Background: an optimization exercise with open tools, aiming at small area and a short achievable clock period. Do not read the settings as production practice.
At most, simulation tests tie the RTL to the original design; equivalence was not proved.
No activity file was given, so power comes from the tool's default toggle rates.

== run 1 ==
==> flow/design.v <==
`timescale 1ns / 1ps
module quant_pre(
    input             clk,
    input             rst,
    input      [31:0] i_max,
    input      [31:0] i_activation,
    output reg [23:0] o_p,      
    output reg        o_a24,    
    output reg [22:0] o_nm,     
    output reg [3:0]  o_sh,     
    output reg        o_sat     
);
    wire [7:0]  em = i_max[30:23];
    wire [7:0]  ea = i_activation[30:23];
    wire [22:0] mm = i_max[22:0];
    wire [22:0] ma = i_activation[22:0];
    wire big  = ea > em;
    wire eq   = (ea == em);
    wire zero = ea < (em - 8'd8);
    wire sat  = big | (eq & (em[7:3] != 5'd0) & (ma >= mm));
    wire [2:0] dm1 = em[2:0] - ea[2:0] - 3'd1;
    wire [23:0] b    = {1'b0, ~mm};
    wire [23:0] p_eq = {ma, 1'b0} ^ b;
    wire [23:0] p_ne = {1'b1, ma} ^ b;
    wire [23:0] p    = eq ? p_eq : p_ne;
    always @(posedge clk) begin
        o_p   <= p;
        o_a24 <= eq;
        o_nm  <= ~mm;
        o_sh  <= zero ? 4'd8 : eq ? 4'd0 : {1'b0, dm1};
        o_sat <= sat;
    end
endmodule
`timescale 1ns / 1ps
module quant_divider (
    input  [23:0] i_p,
    input         i_v24,
    input  [22:0] i_nm,
    output        o_bit,
    output [23:1] o_p,
    output        o_r23
);
    localparam N = 24;
    localparam L = 5;
    wire [N-1:0] b = {1'b0, i_nm};
    wire [N-1:0] p = i_p;
    wire [N-1:0] g = ~p & b;                   
    wire [N-1:0] G [0:2*L-1];
    wire [N-1:0] P [0:2*L-1];
    assign G[0] = {g[N-1:1], p[0] | b[0]};
    assign P[0] = {p[N-1:1], 1'b0};
    genvar l, i;
    generate
        for (l = 0; l < L; l = l + 1) begin : g_up
            for (i = 0; i < N; i = i + 1) begin : g_bit
                if (((i + 1) % (2 << l)) == 0) begin : m
                    assign G[l+1][i] = G[l][i] | (P[l][i] & G[l][i - (1 << l)]);
                    assign P[l+1][i] = P[l][i] & P[l][i - (1 << l)];
                end else begin : k
                    assign G[l+1][i] = G[l][i];
                    assign P[l+1][i] = P[l][i];
                end
            end
        end
        for (l = L - 2; l >= 0; l = l - 1) begin : g_dn
            for (i = 0; i < N; i = i + 1) begin : g_bit
                if (((i + 1) % (2 << l)) == (1 << l) && i > (1 << l)) begin : m
                    assign G[2*L-1-l][i] = G[2*L-2-l][i] | (P[2*L-2-l][i] & G[2*L-2-l][i - (1 << l)]);
                    assign P[2*L-1-l][i] = P[2*L-2-l][i] & P[2*L-2-l][i - (1 << l)];
                end else begin : k
                    assign G[2*L-1-l][i] = G[2*L-2-l][i];
                    assign P[2*L-1-l][i] = P[2*L-2-l][i];
                end
            end
        end
    endgenerate
    wire [N-1:0] cy  = G[2*L-1];               
    wire [N-1:0] cin = {cy[N-2:0], 1'b1};      
    assign o_bit = i_v24 | cy[N-1];
    wire [N:0]   bn  = {2'b00, i_nm};          
    wire [N-1:0] x   = p ^ bn[N:1];
    wire [N-1:0] sel = o_bit ? cin : b;
    wire [N-1:0] r   = x ^ sel ^ bn[N:1];
    assign o_r23 = r[N-1];
    assign o_p   = x[N-2:0] ^ sel[N-2:0];
endmodule
`timescale 1ns / 1ps
module quantizer(
    input         clk,
    input         rst,
    input  [31:0] i_max,
    input  [31:0] i_activation,
    output [7:0]  o_index
);
    wire [23:0] p0;
    wire        a24;
    wire [22:0] nm0;
    wire [3:0]  sh0;
    wire        sat0;
    quant_pre u_quant_pre(
        .clk(clk), .rst(rst), .i_max(i_max), .i_activation(i_activation),
        .o_p(p0), .o_a24(a24), .o_nm(nm0), .o_sh(sh0), .o_sat(sat0)
    );
    wire [23:1] p   [1:8];
    wire        r23 [1:8];
    wire [22:0] nm  [1:8];
    wire [3:0]  sh  [1:8];
    wire        sat [1:8];
    wire [7:0]  q   [1:8];    
    wire c1;
    quant_divider u_step1(.i_p(p0), .i_v24(a24), .i_nm(nm0),
                          .o_bit(c1), .o_p(p[1]), .o_r23(r23[1]));
    assign nm[1]  = nm0;
    assign sh[1]  = sh0;
    assign sat[1] = sat0;
    assign q[1]   = {7'd0, c1};
    genvar k;
    generate
        for (k = 2; k <= 8; k = k + 1) begin : g_stage
            reg [23:1] r_p;
            reg        r_r23;
            reg [22:0] r_nm;
            reg [3:0]  r_sh;
            reg        r_sat;
            reg [6:0]  r_q;
            always @(posedge clk) begin
                r_p   <= p[k-1];
                r_r23 <= r23[k-1];
                r_nm  <= nm[k-1];
                r_sh  <= sh[k-1];
                r_sat <= sat[k-1];
                r_q   <= q[k-1][6:0];
            end
            wire c;
            quant_divider u_step(.i_p({r_p, r_nm[0]}), .i_v24(r_r23), .i_nm(r_nm),
                                 .o_bit(c), .o_p(p[k]), .o_r23(r23[k]));
            assign nm[k]  = r_nm;
            assign sh[k]  = r_sh;
            assign sat[k] = r_sat;
            assign q[k]   = {r_q, c};
        end
    endgenerate
    wire [7:0] idx = sat[8] ? 8'hff : (q[8] >> sh[8]);
    reg [3:0] r_cnt;
    reg [7:0] r_index;
    always @(posedge clk or posedge rst) begin
        if (rst) begin
            r_cnt   <= 4'd0;
            r_index <= 8'd0;
        end else begin
            if (!r_cnt[3])
                r_cnt <= r_cnt + 4'd1;
            r_index <= idx & {8{r_cnt[3]}};
        end
    end
    assign o_index = r_index;
endmodule
export LEC_CHECK = 0
export ABC_AREA = 1
export CAP_MARGIN = 20
export CORE_MARGIN = 2
export CORE_UTILIZATION = 60
export CTS_CLUSTER_DIAMETER = 100
export CTS_CLUSTER_SIZE = 30
export SETUP_SLACK_MARGIN = 3.1
export SLEW_MARGIN = 20
create_clock -name core_clock -period 5.0 [get_ports {clk}]
standard.sh (not shown) runs the stock make flow with config.mk's settings and CLKGATE_MAP_FILE= SYNTH_SCRIPT=/design/flow/synth_recipe.tcl, a recipe that flattens the netlist after the stock synthesis.
==> flow/flow/run.sh <==
#!/bin/bash
# The standard ORFS layout, run whole; the only change is the cell used
# for the input and output port buffers (the smallest plain buffer instead of the
# delay buffer the resizer picks by default).
set -euo pipefail
export BUFFER_PORTS_ARGS="-buffer_cell sky130_fd_sc_hd__buf_1"
bash standard.sh > standard.log 2>&1
Here is what was changed in the inputs of run 2 compared with run 1.
diff --git a/flow/design.v b/flow/design.v
--- a/flow/design.v
+++ b/flow/design.v
@@ -8,5 +8,5 @@
     output reg        o_a24,    
     output reg [22:0] o_nm,     
-    output reg [3:0]  o_sh,     
+    output reg [2:0]  o_sh,     
     output reg        o_sat     
 );
@@ -15,19 +15,23 @@
     wire [22:0] mm = i_max[22:0];
     wire [22:0] ma = i_activation[22:0];
+    wire [7:0]  d  = em - ea;
     wire big  = ea > em;
+    wire zero = ea < (em - 8'd8);
     wire eq   = (ea == em);
-    wire zero = ea < (em - 8'd8);
-    wire sat  = big | (eq & (em[7:3] != 5'd0) & (ma >= mm));
-    wire [2:0] dm1 = em[2:0] - ea[2:0] - 3'd1;
-    wire [23:0] b    = {1'b0, ~mm};
-    wire [23:0] p_eq = {ma, 1'b0} ^ b;
-    wire [23:0] p_ne = {1'b1, ma} ^ b;
-    wire [23:0] p    = eq ? p_eq : p_ne;
+    reg [24:0] a;
+    always @(*) begin
+        if (zero & ~big)
+            a = 25'd0;
+        else if (eq)
+            a = {1'b1, ma, 1'b0};
+        else
+            a = {2'b01, ma};
+    end
     always @(posedge clk) begin
-        o_p   <= p;
-        o_a24 <= eq;
+        o_p   <= a[23:0] ^ {1'b0, ~mm};
+        o_a24 <= a[24];
         o_nm  <= ~mm;
-        o_sh  <= zero ? 4'd8 : eq ? 4'd0 : {1'b0, dm1};
-        o_sat <= sat;
+        o_sh  <= eq ? 3'd0 : (d[2:0] - 3'd1);
+        o_sat <= big | (eq & ~zero & (ma >= mm));
     end
 endmodule
@@ -96,5 +100,5 @@
     wire        a24;
     wire [22:0] nm0;
-    wire [3:0]  sh0;
+    wire [2:0]  sh0;
     wire        sat0;
     quant_pre u_quant_pre(
@@ -105,5 +109,5 @@
     wire        r23 [1:8];
     wire [22:0] nm  [1:8];
-    wire [3:0]  sh  [1:8];
+    wire [2:0]  sh  [1:8];
     wire        sat [1:8];
     wire [7:0]  q   [1:8];    
@@ -121,5 +125,5 @@
             reg        r_r23;
             reg [22:0] r_nm;
-            reg [3:0]  r_sh;
+            reg [2:0]  r_sh;
             reg        r_sat;
             reg [6:0]  r_q;
The flow did not stop early for run 2: all stages ran, and the layout cleared the timing, DRC and antenna checks. Summary: with run 1 as the reference, post-synthesis net count in run 2 moved up by a few percent. Compared to run 1, run 2 has routability congestion estimate from global placement 0.88% lower. Share of power burned in combinational logic sits higher in run 2 than in run 1. Run 1 and run 2 ended up with nearly the same cell area reported after detailed placement. In the flow results for run 1 and run 2, the number of sequential cells is larger on run 1. Changes observed in run 2 relative to run 1: fraction of area in registers now sits lower; maximum vdd drop now sits higher; final count of negative-setup-slack endpoints now sits at about the same level; total power now sits higher. When the final numbers for run 1 and run 2 were put side by side, the post-placement worst setup slack turned out to be greater in run 1. Between run 1 and run 2, post-route cell area decreased. Looking at global-route usage across run 1 and run 2, the one that comes out higher is run 1. Re post-cts sizing count: run 2 is 44 down on run 1.

========
## pepper
Starts from the design.v that is shown in full above.
clock: 5.0 ns
lec_check: 0
abc_area: 1
cap_margin: 20
core_margin: 2
core_utilization: 60
cts_cluster_diameter: 100
cts_cluster_size: 30
setup_slack_margin: 2.7
slew_margin: 20
Scripts as last shown in full above: flow/flow/run.sh
Modified inputs, delta compared to pepper
--- a/flow/design.v
+++ b/flow/design.v
@@ -15,9 +15,9 @@
     wire [22:0] mm = i_max[22:0];
     wire [22:0] ma = i_activation[22:0];
-    wire big  = ea > em;
+    wire [8:0]  dd = {1'b0, em} - {1'b0, ea};
+    wire [7:0]  d  = dd[7:0];
+    wire big  = dd[8];                    
     wire eq   = (ea == em);
-    wire zero = ea < (em - 8'd8);
-    wire sat  = big | (eq & (em[7:3] != 5'd0) & (ma >= mm));
-    wire [2:0] dm1 = em[2:0] - ea[2:0] - 3'd1;
+    wire zero = (em[7:3] == 5'd0) | (d[7:4] != 4'd0) | (d[3] & (d[2:0] != 3'd0));
     wire [23:0] b    = {1'b0, ~mm};
     wire [23:0] p_eq = {ma, 1'b0} ^ b;
@@ -28,6 +28,6 @@
         o_a24 <= eq;
         o_nm  <= ~mm;
-        o_sh  <= zero ? 4'd8 : eq ? 4'd0 : {1'b0, dm1};
-        o_sat <= sat;
+        o_sh  <= zero ? 4'd8 : eq ? 4'd0 : {1'b0, d[2:0] - 3'd1};
+        o_sat <= big | (eq & ~zero & (ma >= mm));
     end
 endmodule
==> comparison <==
Multiplexer fraction of the synthesized cell area across delta and pepper: no real change.
Cell count up 40 in delta wrt pepper
delta against pepper: minimum clock period up 140 ps; initial core utilization flat; clock skew up 3.0 ps; global-route usage up 0.59 points; fraction of met2 tracks used by global routing up 1.0 points.
delta vs pepper, start point of the critical path: i_max[23] vs i_max[27]
In delta the sequential fraction of design power turned out 0.9 points lower than in pepper.
The synthesized cell count in delta sits about 0.7% above the value recorded for pepper.
Function not checked in delta: the RTL went through the layout flow alone.

========
## job 101
// quantizer: RTL as listed in full above, without the edits since
clock: 5.0 ns
lec_check: 0
abc_area: 1
cap_margin: 20
core_margin: 2
core_utilization: 60
cts_cluster_diameter: 100
cts_cluster_size: 30
setup_slack_margin: 2.9
slew_margin: 20
Scripts as last shown in full above: flow/flow/run.sh
Input-level comparison between job 102 and job 101:
--- a/flow/design.v
+++ b/flow/design.v
@@ -7,28 +7,32 @@
     output reg [23:0] o_p,      
     output reg        o_a24,    
     output reg [22:0] o_nm,     
-    output reg [3:0]  o_sh,     
+    output reg [2:0]  o_sh,     
     output reg        o_sat     
 );
     wire [7:0]  em = i_max[30:23];
     wire [7:0]  ea = i_activation[30:23];
     wire [22:0] mm = i_max[22:0];
     wire [22:0] ma = i_activation[22:0];
+    wire [7:0]  d  = em - ea;
     wire big  = ea > em;
+    wire zero = ea < (em - 8'd8);
     wire eq   = (ea == em);
-    wire zero = ea < (em - 8'd8);
-    wire sat  = big | (eq & (em[7:3] != 5'd0) & (ma >= mm));
-    wire [2:0] dm1 = em[2:0] - ea[2:0] - 3'd1;
-    wire [23:0] b    = {1'b0, ~mm};
-    wire [23:0] p_eq = {ma, 1'b0} ^ b;
-    wire [23:0] p_ne = {1'b1, ma} ^ b;
-    wire [23:0] p    = eq ? p_eq : p_ne;
+    reg [24:0] a;
+    always @(*) begin
+        if (zero & ~big)
+            a = 25'd0;
+        else if (eq)
+            a = {1'b1, ma, 1'b0};
+        else
+            a = {2'b01, ma};
+    end
     always @(posedge clk) begin
-        o_p   <= p;
-        o_a24 <= eq;
+        o_p   <= a[23:0] ^ {1'b0, ~mm};
+        o_a24 <= a[24];
         o_nm  <= ~mm;
-        o_sh  <= zero ? 4'd8 : eq ? 4'd0 : {1'b0, dm1};
-        o_sat <= sat;
+        o_sh  <= eq ? 3'd0 : (d[2:0] - 3'd1);
+        o_sat <= big | (eq & ~zero & (ma >= mm));
     end
 endmodule
 `timescale 1ns / 1ps
@@ -95,7 +99,7 @@
     wire [23:0] p0;
     wire        a24;
     wire [22:0] nm0;
-    wire [3:0]  sh0;
+    wire [2:0]  sh0;
     wire        sat0;
     quant_pre u_quant_pre(
         .clk(clk), .rst(rst), .i_max(i_max), .i_activation(i_activation),
@@ -104,7 +108,7 @@
     wire [23:1] p   [1:8];
     wire        r23 [1:8];
     wire [22:0] nm  [1:8];
-    wire [3:0]  sh  [1:8];
+    wire [2:0]  sh  [1:8];
     wire        sat [1:8];
     wire [7:0]  q   [1:8];    
     wire c1;
@@ -120,7 +124,7 @@
             reg [23:1] r_p;
             reg        r_r23;
             reg [22:0] r_nm;
-            reg [3:0]  r_sh;
+            reg [2:0]  r_sh;
             reg        r_sat;
             reg [6:0]  r_q;
             always @(posedge clk) begin
Results
Job 102 went all the way through synthesis, placement and routing and the layout is clean on timing, DRC and antenna. Fmax: job 102 lower than job 101. The run showing the greater summed area of non-filler cells in the final layout is job 102. | synthesis-to-finish area growth | job 101 vs job 102 | ≈ equal |. Diff job 101 -> job 102 | netlist area before placement | up slightly. The wire length per cell in job 101 is 1.07 times that in job 102. When job 102 is measured against job 101, its clock skew turns out 0.0058 ns lower. Looking at sequential fraction of total cell area, job 102 sits 0.79 points below job 101. Between job 101 and job 102, post-layout minimum cycle time is higher for job 102, job 101 comes in under that. Compared job 102 vs job 101, and area fraction in compound gates after synthesis is down in job 102.

========
Another version of the RTL of quantizer (not shown whole).
Size in the first run: roughly 1900 cells after synthesis, ~450 flip-flops, ~74 I/O pins, ~0.021 mm2 of cells after synthesis.
==> module quant_divider, before the edit <==
module quant_divider (
    input  [24:0] i_v,
    input  [22:0] i_nm,       
    output        o_bit,
    output [23:0] o_rem
);
    localparam N = 24;
    localparam L = 5;
    wire [N-1:0] a = i_v[N-1:0];
    wire [N-1:0] b = {1'b0, i_nm};
    wire [N-1:0] g = a & b;
    wire [N-1:0] p = a ^ b;
    wire [N-1:0] G [0:2*L-1];
    wire [N-1:0] P [0:2*L-1];
    assign G[0] = {g[N-1:1], a[0] | b[0]};
    assign P[0] = {p[N-1:1], 1'b0};
    genvar l, i;
    generate
        for (l = 0; l < L; l = l + 1) begin : g_up
            for (i = 0; i < N; i = i + 1) begin : g_bit
                if (((i + 1) % (2 << l)) == 0) begin : m
                    assign G[l+1][i] = G[l][i] | (P[l][i] & G[l][i - (1 << l)]);
                    assign P[l+1][i] = P[l][i] & P[l][i - (1 << l)];
                end else begin : k
                    assign G[l+1][i] = G[l][i];
                    assign P[l+1][i] = P[l][i];
                end
            end
        end
        for (l = L - 2; l >= 0; l = l - 1) begin : g_dn
            for (i = 0; i < N; i = i + 1) begin : g_bit
                if (((i + 1) % (2 << l)) == (1 << l) && i > (1 << l)) begin : m
                    assign G[2*L-1-l][i] = G[2*L-2-l][i] | (P[2*L-2-l][i] & G[2*L-2-l][i - (1 << l)]);
                    assign P[2*L-1-l][i] = P[2*L-2-l][i] & P[2*L-2-l][i - (1 << l)];
                end else begin : k
                    assign G[2*L-1-l][i] = G[2*L-2-l][i];
                    assign P[2*L-1-l][i] = P[2*L-2-l][i];
                end
            end
        end
    endgenerate
    wire [N-1:0] cy  = G[2*L-1];               
    wire [N-1:0] cin = {cy[N-2:0], 1'b1};      
    wire [N-1:0] d   = p ^ cin;                
    assign o_bit = i_v[24] | cy[N-1];
    assign o_rem = o_bit ? d : a;
endmodule
Settings: LEC_CHECK=0, CAP_MARGIN=20, CORE_MARGIN=2, CORE_UTILIZATION=60, CTS_CLUSTER_DIAMETER=100, CTS_CLUSTER_SIZE=30, SETUP_SLACK_MARGIN=2.0, SLEW_MARGIN=20; clock period 5.0 ns.
==> flow/flow/run.sh <==
#!/bin/bash
# The standard ORFS layout, run whole; the only change is the cell used
# for the input and output port buffers (a plain buffer instead of the
# delay buffer the resizer picks by default).
set -euo pipefail
export BUFFER_PORTS_ARGS="-buffer_cell sky130_fd_sc_hd__buf_2"
bash standard.sh > standard.log 2>&1
==> next run, changes <==
--- a/flow/design.v
+++ b/flow/design.v
@@ -43,11 +43,11 @@
     wire [N-1:0] a = i_v[N-1:0];
     wire [N-1:0] b = {1'b0, i_nm};
     wire [N-1:0] g = a & b;
-    wire [N-1:0] p = a ^ b;
+    wire [N-1:0] t = a | b;
     wire [N-1:0] G [0:2*L-1];
     wire [N-1:0] P [0:2*L-1];
-    assign G[0] = {g[N-1:1], a[0] | b[0]};
-    assign P[0] = {p[N-1:1], 1'b0};
+    assign G[0] = {g[N-1:1], t[0]};
+    assign P[0] = {t[N-2:0], 1'b0};
     genvar l, i;
     generate
         for (l = 0; l < L; l = l + 1) begin : g_up
@@ -73,11 +73,10 @@
             end
         end
     endgenerate
-    wire [N-1:0] cy  = G[2*L-1];               
+    wire [N-1:0] cy  = t & G[2*L-1];           
     wire [N-1:0] cin = {cy[N-2:0], 1'b1};      
-    wire [N-1:0] d   = p ^ cin;                
     assign o_bit = i_v[24] | cy[N-1];
-    assign o_rem = o_bit ? d : a;
+    assign o_rem = a ^ ({N{o_bit}} & (b ^ cin));
 endmodule
 `timescale 1ns / 1ps
 module quantizer(
Global-route usage came out higher by 0.23 points.
First-iteration DRC count came out lower by 10%.
Non-clock buffer count climbs by 158.
Clock skew drops by 0.016 ns.
Utilization went up by 12 points.
Synthesized cell count came out lower by 7.7%.
Worst setup slack loses 0.58 ns.
Via count went down by 5.1%.
Total power grows by 7.6%.
Synthesized area is lower by 15%.
Clock-buffer cell count does not change.
Sequential share of layout area is about the same.
Function was not checked in any run of this note: the RTL went through the layout flow alone.

[afterwards: timing with drivers on the ports]
The flow's constraints put no driver on any port. The routed layouts listed below were extracted and timed again, unchanged, in two steps.
Step 1: set_driving_cell puts a clkbuf_16 on clk and a buf_2 on each other input, an assumption about the parent block.
Step 2 moves the port delays by t, midway between the first and last clock arrival at a register: inputs arrive t later, outputs are due t later. That takes back most of the time a late clock gives input paths.
Slacks: ideal ports / drivers / drivers and shift; pairs: ideal ports / drivers.
| run | t, ns | setup WS [ns] | worst slew at a driven data input, ns |
|---|---|---|---|
| run 1 | 0.575 | 2.947 / 2.899 / 2.388 | 0.06 |
| run 2 | 0.580 | 2.735 / 2.739 / 2.159 | 0.06 |
| pepper | 0.577 | 2.790 / 2.819 / 2.242 | 0.05 |
| delta | 0.573 | 2.653 / 2.648 / 2.076 | 0.05 |
| job 101 | 0.578 | 2.939 / 2.892 / 2.379 | 0.05 |
| job 102 | 0.573 | 2.732 / 2.732 / 2.159 | 0.07 |
| the first run of note 4 | 0.587 | 2.075 / 2.075 / 1.943 | 0.03 |
| the second run of note 4 | 0.569 | 1.495 / 1.495 / 1.495 | 0.03 |
After both steps setup and hold are still met in every run listed. The setup slack of delta, which loses most, moves by -0.005 ns with the drivers and by -0.577 ns with both steps.
